What follows belongs to an exercise in optimizing a design on an open flow for small area; a production flow would make more cautious choices. Function was checked by simulation only, so behaviour that the tests miss may differ from the original. The flow treats the clock pin as an ideal source. Dropping or thinning the clock tree relies on that and would not hold on a real chip. Power is estimated from default activity; no workload was simulated.

// uart_top
module uart_top (
    input  wire        clk_50MHz,
    input  wire        reset,     
    input  wire        rx,
    output wire        tx,
    output wire [7:0]  lat_deg,
    output wire [12:0] lat_min,
    output wire [7:0]  lon_deg,
    output wire [12:0] lon_min,
    output wire        valid_fix
);
For scale: about 650 cells after synthesis, ~47 I/O pins, roughly 8600 µm² of cells after synthesis.
export LEC_CHECK = 0
export ABC_AREA = 1
export CAP_MARGIN = 20
export CORE_MARGIN = 2
export CORE_UTILIZATION = 80
export SLEW_MARGIN = 20
create_clock -name core_clock -period 20.0 [get_ports {clk_50MHz}]
standard.sh (not shown) runs the stock make flow with config.mk's settings and CLKGATE_MAP_FILE= SYNTH_SCRIPT=/design/flow/synth_recipe.tcl, a recipe that flattens the netlist after the stock synthesis.
==> flow/flow/run.sh <==
#!/bin/bash
# Standard layout (bash standard.sh) with four changes:
#  - synthesis maps with ABC's area mapper: ORFS's scripts are copied to
#    orfs_scripts/ with flow/abc_area.script (strash; dch -f; amap) in place
#    of ORFS's abc_area.script (which maps for delay and then buffers and
#    resizes); everything else in synthesis is the standard one, so the
#    registers are the same;
#  - ports are buffered with buf_1 instead of the default clkdlybuf4s50_1;
#  - the clock tree is built by flow/manual_cts.tcl (one root clkbuf_8
#    feeding one clkbuf_16 per k-means cluster of flip-flops) instead of
#    TritonCTS; the rest of the CTS step (legalisation, timing repair) is the
#    standard one;
#  - after the placement resizing step, flow/recover.tcl downsizes cells
#    where timing allows (repair_timing -recover_power) and re-runs
#    repair_design.
# The full output of the flow is in standard.log.
set -e
rm -rf orfs_scripts
cp -r "$FLOW_HOME/scripts" orfs_scripts
cp flow/abc_area.script orfs_scripts/abc_area.script
export BUFFER_PORTS_ARGS="-inputs -outputs -buffer_cell sky130_fd_sc_hd__buf_1"
export PRE_CTS_TCL="$(pwd)/flow/manual_cts.tcl"
export POST_RESIZE_TCL="$(pwd)/flow/recover.tcl"
bash standard.sh SCRIPTS_DIR="$(pwd)/orfs_scripts" finish > standard.log 2>&1
==> flow/flow/abc_area.script <==
strash
dch -f
amap
topo
stime -c
Other scripts of this flow, unchanged in this note and not shown: flow/flow/manual_cts.tcl, flow/flow/recover.tcl
The starting point completed with no timing, DRC or antenna violations.
Edit:
==> flow/flow/run.sh (replaced) <==
#!/bin/bash
# Standard layout (bash standard.sh) with three changes, passed to ORFS as
# environment variables:
#  - ports are buffered with buf_1 instead of the default clkdlybuf4s50_1;
#  - the clock tree is built by flow/manual_cts.tcl (one root clkbuf_8
#    feeding one clkbuf_16 per k-means cluster of flip-flops) instead of
#    TritonCTS; the rest of the CTS step (legalisation, timing repair) is the
#    standard one;
#  - after the placement resizing step, flow/recover.tcl downsizes cells
#    where timing allows (repair_timing -recover_power) and re-runs
#    repair_design.
# The full output of the flow is in standard.log.
export BUFFER_PORTS_ARGS="-inputs -outputs -buffer_cell sky130_fd_sc_hd__buf_1"
export PRE_CTS_TCL="$(pwd)/flow/manual_cts.tcl"
export POST_RESIZE_TCL="$(pwd)/flow/recover.tcl"
bash standard.sh > standard.log 2>&1
removed: flow/flow/abc_area.script
Sequential power barely changes; total power goes down by 0.67%; wire length falls by 15%; cell area rises by 3.4%; die area grows by 4.9%.
Edit:
--- a/flow/flow/run.sh
+++ b/flow/flow/run.sh
@@ -1,5 +1,10 @@
 #!/bin/bash
-# Standard layout (bash standard.sh) with three changes, passed to ORFS as
-# environment variables:
+# Standard layout (bash standard.sh) with four changes:
+#  - synthesis maps all logic with ABC's area mapper: ORFS's scripts are
+#    copied to orfs_scripts/ with flow/abc_area.script (strash; dch; amap,
+#    twice) in place of ORFS's abc_area.script (which maps for delay and then
+#    buffers and resizes), and ADDER_MAP_FILE is left empty so that adders
+#    are not mapped to half/full-adder cells before ABC; everything else in
+#    synthesis is the standard one, so the registers are the same;
 #  - ports are buffered with buf_1 instead of the default clkdlybuf4s50_1;
 #  - the clock tree is built by flow/manual_cts.tcl (one root clkbuf_8
@@ -11,6 +16,10 @@
 #    repair_design.
 # The full output of the flow is in standard.log.
+set -e
+rm -rf orfs_scripts
+cp -r "$FLOW_HOME/scripts" orfs_scripts
+cp flow/abc_area.script orfs_scripts/abc_area.script
 export BUFFER_PORTS_ARGS="-inputs -outputs -buffer_cell sky130_fd_sc_hd__buf_1"
 export PRE_CTS_TCL="$(pwd)/flow/manual_cts.tcl"
 export POST_RESIZE_TCL="$(pwd)/flow/recover.tcl"
-bash standard.sh > standard.log 2>&1
+bash standard.sh SCRIPTS_DIR="$(pwd)/orfs_scripts" ADDER_MAP_FILE= finish > standard.log 2>&1
==> flow/flow/abc_area.script (new file) <==
strash
dch
amap
strash
dch
amap
topo
stime -c
Total power barely changes; utilization climbs by 0.15 points; worst hold slack improves by 0.034 ns; sequential cell count stays the same.
Edit:
--- a/flow/flow/run.sh
+++ b/flow/flow/run.sh
@@ -2,6 +2,6 @@
 # Standard layout (bash standard.sh) with four changes:
 #  - synthesis maps all logic with ABC's area mapper: ORFS's scripts are
-#    copied to orfs_scripts/ with flow/abc_area.script (strash; dch; amap,
-#    twice) in place of ORFS's abc_area.script (which maps for delay and then
+#    copied to orfs_scripts/ with flow/abc_area.script (&deepsyn for 40 s,
+#    then dch; amap) in place of ORFS's abc_area.script (which maps for delay and then
 #    buffers and resizes), and ADDER_MAP_FILE is left empty so that adders
 #    are not mapped to half/full-adder cells before ABC; everything else in
==> flow/flow/abc_area.script (replaced) <==
strash
&get -n
&deepsyn -T 40 -S 1
&put
dch
amap
topo
stime -c
The new run finished with timing, DRC and antenna clean.
Flip-flop and latch count stays the same.
Clock skew stays flat.
Power goes up by 0.82%.
Hold slack gets worse by 0.023 ns.
Die area is lower by 1.2%.
Area after synthesis fell by 1.3%.
Wire length climbs by 13%.
Final cell count went down by 1.5%.
Global-route usage went up by 3.6 points.
Via count grows by 3.6%.
Synthesized cell count is lower by 1.3%.
In every run of this note, the design's own scripts or RTL, not TritonCTS, make the clock network.

==> re-timing with driven ports <==
The flow's constraints put no driver on any port. The routed layouts listed below were extracted and timed again, unchanged, in two steps.
Step 1: set_driving_cell puts a clkbuf_16 on clk_50MHz and a buf_2 on each other input, an assumption about the parent block.
Step 2, shift: input delay + t, output delay - t, t = (earliest + latest rising clock arrival at the registers) / 2. This alone moves slack from input paths to output paths.
Slacks: no drivers / after step 1 / after step 2; pairs: no drivers / after step 1.
run	shift t [ns]	slack for setup (ns)	hold slack, ns	worst slew at a driven data input, ns
the first run	0.561	13.745 / 13.753 / 13.191	0.327 / 0.327 / 0.327	0.05
the second run	0.561	13.958 / 13.918 / 14.202	0.289 / 0.289 / 0.289	0.03
the third run	0.553	13.957 / 13.972 / 13.419	0.323 / 0.323 / 0.323	0.04
the fourth run	0.556	13.966 / 13.929 / 13.444	0.300 / 0.300 / 0.300	0.03
After both steps every run listed still meets setup and hold. The setup slack of the first run, which loses most, moves by +0.008 ns with the drivers and by -0.554 ns with both steps.
